Background: an optimization exercise with open tools, aiming at small area, a short achievable clock period and few clock cycles per item. Do not read the settings as production practice.
Where RTL was checked, it was by simulation tests only, not by an equivalence proof against the original.
Power is estimated from default activity; no workload was simulated.

==> job 5705 <==
// popcount256
module popcount256 (
  input  logic         clk_i,
  input  logic         rst_ni,
  input  logic         valid_i,
  input  logic [255:0] data_i,
  output logic         valid_o,
  output logic [8:0]   popcount_o
);
Settings: LEC_CHECK=0, CAP_MARGIN=20, CORE_MARGIN=2, CORE_UTILIZATION=55, SLEW_MARGIN=20, SYNTH_HIERARCHICAL=1, BUFFER_PORTS_ARGS=-buffer_cell sky130_fd_sc_hd__buf_1, CTS_ARGS=-sink_clustering_enable -repair_clock_nets -dont_use_dummy_load -buf_list sky130_fd_sc_hd__clkbuf_8 -sink_buffer_max_cap_derate 1.0 -sink_clustering_size 25; clock period 9.5 ns.
standard.sh (not shown) runs the stock make flow with config.mk's settings and CLKGATE_MAP_FILE= SYNTH_SCRIPT=/design/flow/synth_recipe.tcl, a recipe that flattens the netlist after the stock synthesis.
==> flow/flow/run.sh <==
#!/bin/bash
# Own layout flow: the standard ORFS flow (standard.sh, standard synthesis
# unchanged), with sky130 buf_1 cells as the port buffers and a clock tree
# built without dummy balancing loads. Each tool's output is in the ORFS logs
# (orfs/logs/...); make's own output goes to standard.log.
set -euo pipefail
cat >> config.mk <<'EOF2'
export BUFFER_PORTS_ARGS = -buffer_cell sky130_fd_sc_hd__buf_1
export CTS_ARGS = -sink_clustering_enable -repair_clock_nets -dont_use_dummy_load -buf_list sky130_fd_sc_hd__clkbuf_8 -sink_buffer_max_cap_derate 1.0 -sink_clustering_size 25
EOF2
bash standard.sh finish > standard.log 2>&1
==> job 9240 (differences from job 5705) <==
--- a/flow/flow/run.sh
+++ b/flow/flow/run.sh
@@ -7,5 +7,5 @@
 cat >> config.mk <<'EOF2'
 export BUFFER_PORTS_ARGS = -buffer_cell sky130_fd_sc_hd__buf_1
-export CTS_ARGS = -sink_clustering_enable -repair_clock_nets -dont_use_dummy_load -buf_list sky130_fd_sc_hd__clkbuf_8 -sink_buffer_max_cap_derate 1.0 -sink_clustering_size 25
+export CTS_ARGS = -sink_clustering_enable -repair_clock_nets -dont_use_dummy_load -buf_list sky130_fd_sc_hd__clkbuf_8
 EOF2
 bash standard.sh finish > standard.log 2>&1
- CORE_UTILIZATION: 55 -> 65
- CTS_ARGS: -sink_clustering_enable -repair_clock_nets -dont_use_dummy_load -buf_list sky130_fd_sc_hd__clkbuf_8 -sink_buffer_max_cap_derate 1.0 -sink_clustering_size 25 -> -sink_clustering_enable -repair_clock_nets -dont_use_dummy_load -buf_list sky130_fd_sc_hd__clkbuf_8
==> comparison table <==
item                                                                                job 5705                 job 9240
Endpoint class of the critical path                                           primary output                     flop
Internal Dissipation                                                                 2.00 mW                  2.00 mW
Crit Reg-Reg Startpoint                                                   u_popcount.p0_q[9]      u_popcount.p0_q[36]
Sequential fraction of total cell area                                                 33.7%                    33.7%
Routed length per instance                                                           15.3 µm                  16.2 µm
Path length in cells of the critical path                                                  1                        3
Relative contribution of the clock network to total power                              11.2%                    11.1%
Setup slack at placement                                                             6.32 ns                  6.32 ns
Routed wl met2                                                                       7270 µm                  7890 µm
Number of vias in the routed layout                                                     4144                     4153
Non-clock buffer contribution to total cell area                                       10.2%                    10.2%
Met1 layer usage reported by global route                                              25.8%                    31.6%
Proportion of cell area spent on the clock network                                     2.37%                    2.38%
Power density relative to cell area                                               326 nW/µm²               326 nW/µm²
Total non-filler cell area in the finished layout                                   9870 µm²                 9850 µm²
Status                                                               complete, no violations  complete, no violations
Fillcell total                                                                          1148                      792
Min setup slack post-route                                                           6.69 ns                  6.64 ns
Signed area change from the synthesized netlist to the final layout                    17.6%                    17.3%
Clock transition at the registers of the reported paths                              0.08 ns                  0.07 ns
HPWL after DPL                                                                      12800 µm                 12800 µm
Part of the total power dissipated in sequential elements                              34.9%                    35.2%
Switching fraction of total power                                                      38.0%                    37.7%
Wire length of the first global-routing pass                                        23000 µm                 25000 µm
Post-Place Cells                                                                         885                      869
Testbench counts of job 5705, summed over its fixed seeds: cycles 16,024, items 16,000.
Testbench counts of job 9240, summed over its fixed seeds: cycles 16,024, items 16,000.


==> zinc <==
Starting RTL as in the previous note.
clock: 9.5 ns
lec_check: 0
cap_margin: 20
core_margin: 2
core_utilization: 55
slew_margin: 20
synth_hierarchical: 1
buffer_ports_args: -inputs -buffer_cell sky130_fd_sc_hd__buf_1
pre_global_place_tcl: /design/flow/flow/pre_global_place.tcl
cts_args: -sink_clustering_enable -repair_clock_nets -dont_use_dummy_load -buf_list sky130_fd_sc_hd__clkbuf_8
==> flow/flow/run.sh <==
#!/bin/bash
# Own layout flow: the standard ORFS flow (standard.sh, standard synthesis
# unchanged), with sky130 buf_1 cells as the input port buffers, buf_2 as the
# output port buffers (flow/pre_global_place.tcl), and a clock tree
# built without dummy balancing loads. Each tool's output is in the ORFS logs
# (orfs/logs/...); make's own output goes to standard.log.
set -euo pipefail
cat >> config.mk <<EOF2
export BUFFER_PORTS_ARGS = -inputs -buffer_cell sky130_fd_sc_hd__buf_1
export PRE_GLOBAL_PLACE_TCL = $PWD/flow/pre_global_place.tcl
export CTS_ARGS = -sink_clustering_enable -repair_clock_nets -dont_use_dummy_load -buf_list sky130_fd_sc_hd__clkbuf_8
EOF2
bash standard.sh finish > standard.log 2>&1
==> flow/flow/pre_global_place.tcl <==
# Buffer the output ports with buf_2 (the inputs get buf_1 from the
# flow's own buffer_ports call right after this hook).
buffer_ports -outputs -buffer_cell sky130_fd_sc_hd__buf_4
==> harbor: changes against zinc <==
--- a/flow/design.v
+++ b/flow/design.v
@@ -458,17 +458,17 @@
   logic c1_452;
   logic s1_453;
   logic c1_454;
   logic s1_455;
   logic c1_456;
   logic s1_457;
   logic c1_458;
-  logic s1_459;
-  logic c1_460;
-  logic [25:0] p1_q;
+  logic [26:0] p1_q;
+  logic s2_459;
+  logic c2_460;
   logic s2_461;
   logic c2_462;
   logic s2_463;
   logic c2_464;
   logic s2_465;
   logic c2_466;
   logic s2_467;
@@ -726,30 +726,30 @@
   fa u_fa446 (.a(c1_408), .b(s1_435), .c(c1_412), .s(s1_445), .co(c1_446));
   fa u_fa448 (.a(s1_437), .b(c1_414), .c(s1_439), .s(s1_447), .co(c1_448));
   fa u_fa450 (.a(c1_416), .b(c1_418), .c(c1_420), .s(s1_449), .co(c1_450));
   fa u_fa452 (.a(s1_441), .b(c1_422), .c(s1_443), .s(s1_451), .co(c1_452));
   fa u_fa454 (.a(c1_424), .b(c1_426), .c(s1_445), .s(s1_453), .co(c1_454));
   fa u_fa456 (.a(c1_436), .b(c1_438), .c(c1_440), .s(s1_455), .co(c1_456));
   fa u_fa458 (.a(c1_442), .b(c1_444), .c(c1_446), .s(s1_457), .co(c1_458));
-  fa u_fa460 (.a(s1_455), .b(c1_448), .c(c1_450), .s(s1_459), .co(c1_460));
-  fa u_fa462 (.a(p1_q[2]), .b(p1_q[3]), .c(p1_q[4]), .s(s2_461), .co(c2_462));
-  fa u_fa464 (.a(p1_q[5]), .b(p1_q[6]), .c(p1_q[7]), .s(s2_463), .co(c2_464));
-  fa u_fa466 (.a(p1_q[8]), .b(p1_q[9]), .c(p1_q[10]), .s(s2_465), .co(c2_466));
-  fa u_fa468 (.a(c2_462), .b(s2_463), .c(s2_465), .s(s2_467), .co(c2_468));
-  fa u_fa470 (.a(p1_q[11]), .b(p1_q[12]), .c(p1_q[13]), .s(s2_469), .co(c2_470));
-  fa u_fa472 (.a(p1_q[14]), .b(p1_q[15]), .c(p1_q[16]), .s(s2_471), .co(c2_472));
-  fa u_fa474 (.a(p1_q[17]), .b(p1_q[18]), .c(c2_464), .s(s2_473), .co(c2_474));
-  fa u_fa476 (.a(c2_466), .b(s2_469), .c(s2_471), .s(s2_475), .co(c2_476));
-  fa u_fa478 (.a(s2_473), .b(c2_468), .c(s2_475), .s(s2_477), .co(c2_478));
-  fa u_fa480 (.a(p1_q[19]), .b(p1_q[20]), .c(p1_q[21]), .s(s2_479), .co(c2_480));
-  fa u_fa482 (.a(p1_q[22]), .b(c2_470), .c(c2_472), .s(s2_481), .co(c2_482));
-  fa u_fa484 (.a(s2_479), .b(c2_474), .c(s2_481), .s(s2_483), .co(c2_484));
-  fa u_fa486 (.a(c2_476), .b(c2_478), .c(s2_483), .s(s2_485), .co(c2_486));
-  fa u_fa488 (.a(p1_q[23]), .b(p1_q[24]), .c(p1_q[25]), .s(s2_487), .co(c2_488));
-  fa u_fa490 (.a(c2_480), .b(s2_487), .c(c2_482), .s(s2_489), .co(c2_490));
+  fa u_fa460 (.a(p1_q[2]), .b(p1_q[3]), .c(p1_q[4]), .s(s2_459), .co(c2_460));
+  fa u_fa462 (.a(p1_q[5]), .b(p1_q[6]), .c(p1_q[7]), .s(s2_461), .co(c2_462));
+  fa u_fa464 (.a(p1_q[8]), .b(p1_q[9]), .c(p1_q[10]), .s(s2_463), .co(c2_464));
+  fa u_fa466 (.a(c2_460), .b(s2_461), .c(s2_463), .s(s2_465), .co(c2_466));
+  fa u_fa468 (.a(p1_q[11]), .b(p1_q[12]), .c(p1_q[13]), .s(s2_467), .co(c2_468));
+  fa u_fa470 (.a(p1_q[14]), .b(p1_q[15]), .c(p1_q[16]), .s(s2_469), .co(c2_470));
+  fa u_fa472 (.a(p1_q[17]), .b(p1_q[18]), .c(c2_462), .s(s2_471), .co(c2_472));
+  fa u_fa474 (.a(c2_464), .b(s2_467), .c(s2_469), .s(s2_473), .co(c2_474));
+  fa u_fa476 (.a(s2_471), .b(c2_466), .c(s2_473), .s(s2_475), .co(c2_476));
+  fa u_fa478 (.a(p1_q[19]), .b(p1_q[20]), .c(p1_q[21]), .s(s2_477), .co(c2_478));
+  fa u_fa480 (.a(p1_q[22]), .b(p1_q[23]), .c(p1_q[24]), .s(s2_479), .co(c2_480));
+  fa u_fa482 (.a(c2_468), .b(c2_470), .c(s2_477), .s(s2_481), .co(c2_482));
+  fa u_fa484 (.a(s2_479), .b(c2_472), .c(c2_474), .s(s2_483), .co(c2_484));
+  fa u_fa486 (.a(s2_481), .b(c2_476), .c(s2_483), .s(s2_485), .co(c2_486));
+  fa u_fa488 (.a(p1_q[25]), .b(p1_q[26]), .c(c2_478), .s(s2_487), .co(c2_488));
+  fa u_fa490 (.a(c2_480), .b(c2_482), .c(s2_487), .s(s2_489), .co(c2_490));
   fa u_fa492 (.a(p2_q[6]), .b(p2_q[7]), .c(p2_q[8]), .s(s3_491), .co(c3_492));
   fa u_fa494 (.a(p2_q[9]), .b(p2_q[10]), .c(c3_492), .s(s3_493), .co(c3_494));
   assign row_a = {1'b0, c3_494, s3_493, s3_491, p2_q[5], p2_q[4], p2_q[3], p2_q[2], p2_q[0]};
   assign row_b = {1'b0, 1'b0, 1'b0, 1'b0, 1'b0, 1'b0, 1'b0, 1'b0, p2_q[1]};
   assign count_o = row_a + row_b;
   always_ff @(posedge clk_i) begin
     p0_q[0] <= s0_173;
@@ -886,30 +886,31 @@
     p1_q[14] <= c1_430;
     p1_q[15] <= c1_428;
     p1_q[16] <= c1_434;
     p1_q[17] <= s1_453;
     p1_q[18] <= s1_447;
     p1_q[19] <= c1_452;
     p1_q[20] <= s1_457;
-    p1_q[21] <= s1_459;
-    p1_q[22] <= c1_454;
-    p1_q[23] <= c1_458;
-    p1_q[24] <= c1_456;
-    p1_q[25] <= c1_460;
+    p1_q[21] <= c1_450;
+    p1_q[22] <= s1_455;
+    p1_q[23] <= c1_454;
+    p1_q[24] <= c1_448;
+    p1_q[25] <= c1_458;
+    p1_q[26] <= c1_456;
   end
   always_ff @(posedge clk_i) begin
     p2_q[0] <= p1_q[0];
     p2_q[1] <= p1_q[1];
-    p2_q[2] <= s2_461;
-    p2_q[3] <= s2_467;
-    p2_q[4] <= s2_477;
+    p2_q[2] <= s2_459;
+    p2_q[3] <= s2_465;
+    p2_q[4] <= s2_475;
     p2_q[5] <= s2_485;
     p2_q[6] <= s2_489;
-    p2_q[7] <= c2_484;
-    p2_q[8] <= c2_486;
+    p2_q[7] <= c2_486;
+    p2_q[8] <= c2_484;
     p2_q[9] <= c2_488;
     p2_q[10] <= c2_490;
   end
 endmodule
 module fa (
   input  logic a, b, c,
   output logic s, co
==> flow/flow/run.sh (replaced) <==
#!/bin/bash
# Own layout flow: the standard ORFS flow (standard.sh, standard synthesis
# unchanged), with sky130 buf_1 cells as the port buffers (buf_2 on the
# outputs, flow/pre_resize.tcl) and a clock tree
# built without dummy balancing loads. Each tool's output is in the ORFS logs
# (orfs/logs/...); make's own output goes to standard.log.
set -euo pipefail
cat >> config.mk <<EOF2
export BUFFER_PORTS_ARGS = -buffer_cell sky130_fd_sc_hd__buf_1
export PRE_RESIZE_TCL = $PWD/flow/pre_resize.tcl
export CTS_ARGS = -sink_clustering_enable -repair_clock_nets -dont_use_dummy_load -buf_list sky130_fd_sc_hd__clkbuf_8
EOF2
bash standard.sh finish > standard.log 2>&1
==> flow/flow/pre_resize.tcl (new file) <==
# Drive each output port with a buf_2 instead of the buf_1 that
# buffer_ports gave it (outputs see 10 fF and an output delay).
foreach bterm [[ord::get_db_block] getBTerms] {
  if { [$bterm getIoType] != "OUTPUT" } { continue }
  foreach it [[$bterm getNet] getITerms] {
    if { [$it isOutputSignal] } {
      set inst [$it getInst]
      if { [[$inst getMaster] getName] == "sky130_fd_sc_hd__buf_1" } {
        replace_cell [$inst getName] sky130_fd_sc_hd__buf_2
      }
    }
  }
}
BUFFER_PORTS_ARGS = -buffer_cell sky130_fd_sc_hd__buf_1   (was -inputs -buffer_cell sky130_fd_sc_hd__buf_1)
PRE_GLOBAL_PLACE_TCL = default   (was /design/flow/flow/pre_global_place.tcl)
PRE_RESIZE_TCL = /design/flow/flow/pre_resize.tcl   (was default)
removed: flow/flow/pre_global_place.tcl
==> sierra: changes against zinc <==
==> flow/flow/run.sh (replaced) <==
#!/bin/bash
# Own layout flow: the standard ORFS flow (standard.sh, standard synthesis
# unchanged), with sky130 buf_1 cells as the port buffers and a clock tree
# built without dummy balancing loads. Each tool's output is in the ORFS logs
# (orfs/logs/...); make's own output goes to standard.log.
set -euo pipefail
cat >> config.mk <<'EOF2'
export BUFFER_PORTS_ARGS = -buffer_cell sky130_fd_sc_hd__buf_1
export CTS_ARGS = -sink_clustering_enable -repair_clock_nets -dont_use_dummy_load -buf_list sky130_fd_sc_hd__clkbuf_8
EOF2
bash standard.sh finish > standard.log 2>&1
BUFFER_PORTS_ARGS = -buffer_cell sky130_fd_sc_hd__buf_1   (was -inputs -buffer_cell sky130_fd_sc_hd__buf_1)
PRE_GLOBAL_PLACE_TCL = default   (was /design/flow/flow/pre_global_place.tcl)
removed: flow/flow/pre_global_place.tcl
==> comparison <==
- In sequential power, sierra and harbor hardly differ.
- Of sierra and zinc, zinc has the higher setup slack (gap 0.018 ns).
- Utilization: sierra > harbor > zinc.
- Non-clock buffer count: harbor is higher than zinc (10).
- Sequential share of layout area: sierra < harbor < zinc.
Testbench counts of zinc, summed over its fixed seeds: cycles 16,024, items 16,000.
Testbench counts of sierra, summed over its fixed seeds: cycles 16,024, items 16,000.
No functional check of the RTL was part of harbor.

==> re-timing with driven ports <==
The flow's constraints put no driver on any port. The routed layouts listed below were extracted and timed again, unchanged, in two steps. Step 1, drivers: a clkbuf_16 drives clk_i and a buf_2 each remaining input, both assumed. Step 2 adds t to the input delays and takes it off the output delays; t is the mean of the earliest and latest rising clock arrival at the registers after step 1. Input paths then give back, and output paths get back, about the clock's delay inside the block. Three values: no drivers, after step 1, after step 2; two values: the first two.
run	shift t [ns]	slack for setup (ns)	hold WS [ns]
job 5705	0.456	6.691 / 6.656 / 6.311	0.317 / 0.317 / 0.317
job 9240	0.462	6.640 / 6.630 / 6.190	0.329 / 0.329 / 0.329
zinc	0.471	6.710 / 6.710 / 6.334	0.332 / 0.332 / 0.332
harbor	0.459	6.677 / 6.642 / 6.302	0.327 / 0.327 / 0.327
sierra	0.456	6.691 / 6.656 / 6.311	0.317 / 0.317 / 0.317
After both steps setup and hold are still met in every run listed. For job 9240, which loses most, drivers alone change the setup slack by -0.010 ns; drivers and shift together by -0.450 ns.
